This design comes from an exercise in tuning for small area, a short achievable clock period and few clock cycles on the open sky130 flow, not from production work.
At most, simulation tests tie the RTL to the original design; equivalence was not proved.
Power and IR drop assume default switching activity.

Design processor, start of the top module:
module processor (clk,rst,imem_addr,imem_data,dmem_addr,dmem_wdata,dmem_we,dmem_re,dmem_rdata,stat);
    input clk;
    input rst;                   
    output [7:0] imem_addr;
    input [79:0] imem_data;
    output [7:0] dmem_addr;
    output [63:0] dmem_wdata;
    output dmem_we;
    output dmem_re;
    input [63:0] dmem_rdata;
    output [3:0] stat;           
    localparam [3:0] S_AOK = 4'b1000, S_HLT = 4'b0100, S_ADR = 4'b0010, S_INS = 4'b0001;
    integer i;
    reg [7:0]  pc;
    reg [6:0]  pc_hi;            
    reg        x_live;           
    reg [3:0]  x_stat;           
    reg        x_cmov, x_rm, x_mr, x_opq, x_call, x_ret, x_push, x_pop;
    reg        x_retf;           
    reg        x_ldp;            
    reg        x_stp;            
    reg        x_retx;           
    reg        x_rspb;           
    reg        x_sub, x_and, x_xor;
    reg [3:0]  x_fn;
    reg [14:0] x_selA, x_selB;   
    reg [3:0]  x_dst;
  ...
==> flow/config.mk <==
export PLATFORM = sky130hd
export DESIGN_NAME = processor
export DESIGN_NICKNAME = processor
export VERILOG_FILES = /design/flow/design.v
export SDC_FILE = /design/flow/constraint.sdc
export NUM_CORES = 8
export LEC_CHECK = 0
export CAP_MARGIN = 40
export CORE_MARGIN = 2
export CORE_UTILIZATION = 55
export CTS_CLUSTER_DIAMETER = 110
export CTS_CLUSTER_SIZE = 24
export PLACE_DENSITY = 0.75
export SLEW_MARGIN = 40
==> flow/constraint.sdc <==
create_clock -name core_clock -period 32.0 [get_ports {clk}]
set_input_delay 6.4000 -clock core_clock [delete_from_list [all_inputs] [get_ports {clk}]]
set_output_delay 6.4000 -clock core_clock [all_outputs]
set_load 0.01 [all_outputs]
standard.sh (not shown) runs the stock make flow with config.mk's settings and CLKGATE_MAP_FILE= SYNTH_SCRIPT=/design/flow/synth_recipe.tcl, a recipe that flattens the netlist after the stock synthesis.
==> flow/flow/run.sh <==
#!/bin/bash
# The standard layout, with buf_4 as the buffer on every port in place of
# the default choice (a slow delay cell).
set -euo pipefail
export BUFFER_PORTS_ARGS="-buffer_cell sky130_fd_sc_hd__buf_4"
bash standard.sh finish > standard.log 2>&1
Edit:
--- a/flow/design.v
+++ b/flow/design.v
@@ -24,26 +24,24 @@
     reg        x_sub, x_and, x_xor;
     reg [3:0]  x_fn;
     reg [14:0] x_selA, x_selB;   
     reg [3:0]  x_dst;
     reg        x_wmem;           
     reg [63:0] x_valC;           
     reg        x_stk, x_down;    
     reg [8:0]  x_valP;           
     reg [7:0]  x_ap;             
     reg [6:0]  x_ac;             
     reg [2:0]  x_aq;             
     reg        x_c1;
-    reg [7:0]  x_ab;             
-    reg        x_bv;             
     reg        sb_valid;         
     reg [7:0]  sb_addr;
     reg [63:0] sb_data;
     reg        cc_zf, cc_lt;     
     reg        stopped;
     reg [3:0]  stop_stat;
     reg [63:0] rf [0:14];
     function cond(input [3:0] fn, input zf, input lt);
         case (fn)
             4'h0: cond = 1'b1;
             4'h1: cond = lt | zf;
             4'h2: cond = lt;
@@ -67,28 +65,28 @@
                     if ((k >> l) & 1) begin
                         j = ((k >> l) << l) - 1;
                         G[k] = G[k] | (P[k] & G[j]);
                         P[k] = P[k] & P[j];
                     end
             c = {G[62:0], cin};
             addsk = p ^ c;
         end
     endfunction
     reg [63:0] valA, valB;
     always @(*) begin
         valA = 64'd0;
-        valB = {56'd0, x_ab & {8{x_bv}}};
+        valB = 64'd0;
         for (i = 0; i < 15; i = i + 1) begin
             valA = valA | ({64{x_selA[i]}} & rf[i]);
-            valB[63:8] = valB[63:8] | ({56{x_selB[i]}} & rf[i][63:8]);
+            valB = valB | ({64{x_selB[i]}} & rf[i]);
         end
     end
     wire [63:0] valY = (x_opq | x_cmov) ? (valA ^ {64{x_sub}}) :
                        x_stk ? {{60{x_down}}, 4'b1000} : x_valC;       
     wire [63:0] sum = addsk(valB, valY, x_sub);
     wire [63:0] pp = valB ^ valY;
     wire [63:0] gg = valB & valY;
     wire [63:0] oo = valB | valY;
     wire [63:0] valE = x_and ? gg : x_xor ? pp : sum;
     wire zf_sum = (pp == {oo[62:0], x_sub});
     wire e_zf = x_and ? (gg == 64'd0) : x_xor ? (pp == 64'd0) : zf_sum;
     wire n63 = x_sub ? (valY[63] ^ (&valY[62:0])) : valY[63];
@@ -196,25 +194,25 @@
         for (i = 0; i < 15; i = i + 1)
             rdB = rdB | ({8{f_rB == i}} & rf[i][7:0]);
     end
     wire [7:0] fwdB = (w1 & (f_rB == x_dst)) ? wval[7:0] : (w2 & (f_rB == 4'd4)) ? valE[7:0] : rdB;
     wire [7:0] fwdS = (w1 & (x_dst == 4'd4)) ? wval[7:0] : w2 ? valE[7:0] : rf[4][7:0];
     wire [7:0] f_ab = f_stack ? fwdS : fwdB;
     wire [7:0] f_aoff = f_down ? 8'hF8 : f_stack ? 8'h00 : f_valC[7:0];
     wire [7:0] f_ag = f_ab & f_aoff;
     wire [7:0] f_ap = f_ab ^ f_aoff;
     wire nz = (x_live & x_opq) ? e_zf : cc_zf;
     wire nl = (x_live & x_opq) ? e_lt : cc_lt;
     wire f_taken = f_call | ((f_icode == 4'h7) & cond(f_ifun, nz, nl));
-    wire f_retf = (f_icode == 4'h9) & ret_rd;      
+    wire f_retf = f_ok & (f_icode == 4'h9) & ret_rd;
     function [6:0] hi7(input [63:0] v);
         integer k;
         for (k = 0; k < 7; k = k + 1)
             hi7[k] = |v[8*k+8 +: 8];
     endfunction
     wire [8:0] pc1  = {1'b0, pc} + 9'd1;
     wire [8:0] pc2  = {1'b0, pc} + 9'd2;
     wire [8:0] pc9  = {1'b0, pc} + 9'd9;
     wire [8:0] pc10 = {1'b0, pc} + 9'd10;
     reg  [8:0] f_valP;
     always @(*) begin
         case (f_icode)
@@ -278,21 +276,19 @@
         case (f_icode)
             4'h2, 4'h3, 4'h6: x_dst <= f_rB;
             4'h5, 4'hB:       x_dst <= f_rA;
             4'h8, 4'h9, 4'hA: x_dst <= 4'd4;
             default:          x_dst <= 4'hF;
         endcase
         x_wmem <= (f_icode == 4'h5) | (f_icode == 4'hB);
         x_valC <= f_valC;
         x_stk  <= f_stack;
         x_down <= f_down;
         x_valP <= f_valP;
         x_ap   <= f_ap;
-        x_ab   <= f_ab;
-        x_bv   <= f_stack | f_usesB;
         x_c1   <= f_ag[0];
         x_ac   <= {f_ag[7] | (f_ap[7] & f_ag[6]), f_ag[5] | (f_ap[5] & f_ag[4]),
                    f_ag[3] | (f_ap[3] & f_ag[2]), f_ag[6], f_ag[4], f_ag[2],
                    f_ag[1] | (f_ap[1] & f_ag[0])};
         x_aq   <= {f_ap[7] & f_ap[6], f_ap[5] & f_ap[4], f_ap[3] & f_ap[2]};
     end
 endmodule
Effect: The new run finished with timing, DRC and antenna clean. Power fell slightly. Via count rose by a few percent. Routed wire length rose by a few percent. Count of clock-buffer cells in the layout fell by 11. Critical path depth rose by 16. Global-route usage rose by 0.92 points. Combinational power barely changes. Worst setup slack improves by 510 ps.
Testbench counts after the change, summed over its fixed seeds: cycles 35,385.
The RTL of the first run of this note was laid out without a check of its function.

-- afterwards: timing with drivers on the ports --
The flow's constraints put no driver on any port. The routed layouts listed below were extracted and timed again, unchanged, in two steps. Step 1, drivers: a clkbuf_16 drives clk and a buf_2 each remaining input, both assumed. Step 2, shift: input delay + t, output delay - t, t = (earliest + latest rising clock arrival at the registers) / 2. This alone moves slack from input paths to output paths. Slacks: no drivers / after step 1 / after step 2; pairs: no drivers / after step 1.
run | shift t [ns] | setup slack, ns | hold slack, ns | worst data-port slew with drivers (ns) | pins driven straight from the clock port
the first run | 0.824 | 22.463 / 22.506 / 21.682 | 0.480 / 0.480 / 0.480 | 0.08 | 1
the second run | 0.802 | 22.974 / 22.974 / 22.413 | 0.475 / 0.475 / 0.475 | 0.07 | 1
After both steps every run listed still meets setup and hold. For the first run, which loses most, drivers alone change the setup slack by +0.043 ns; drivers and shift together by -0.781 ns.
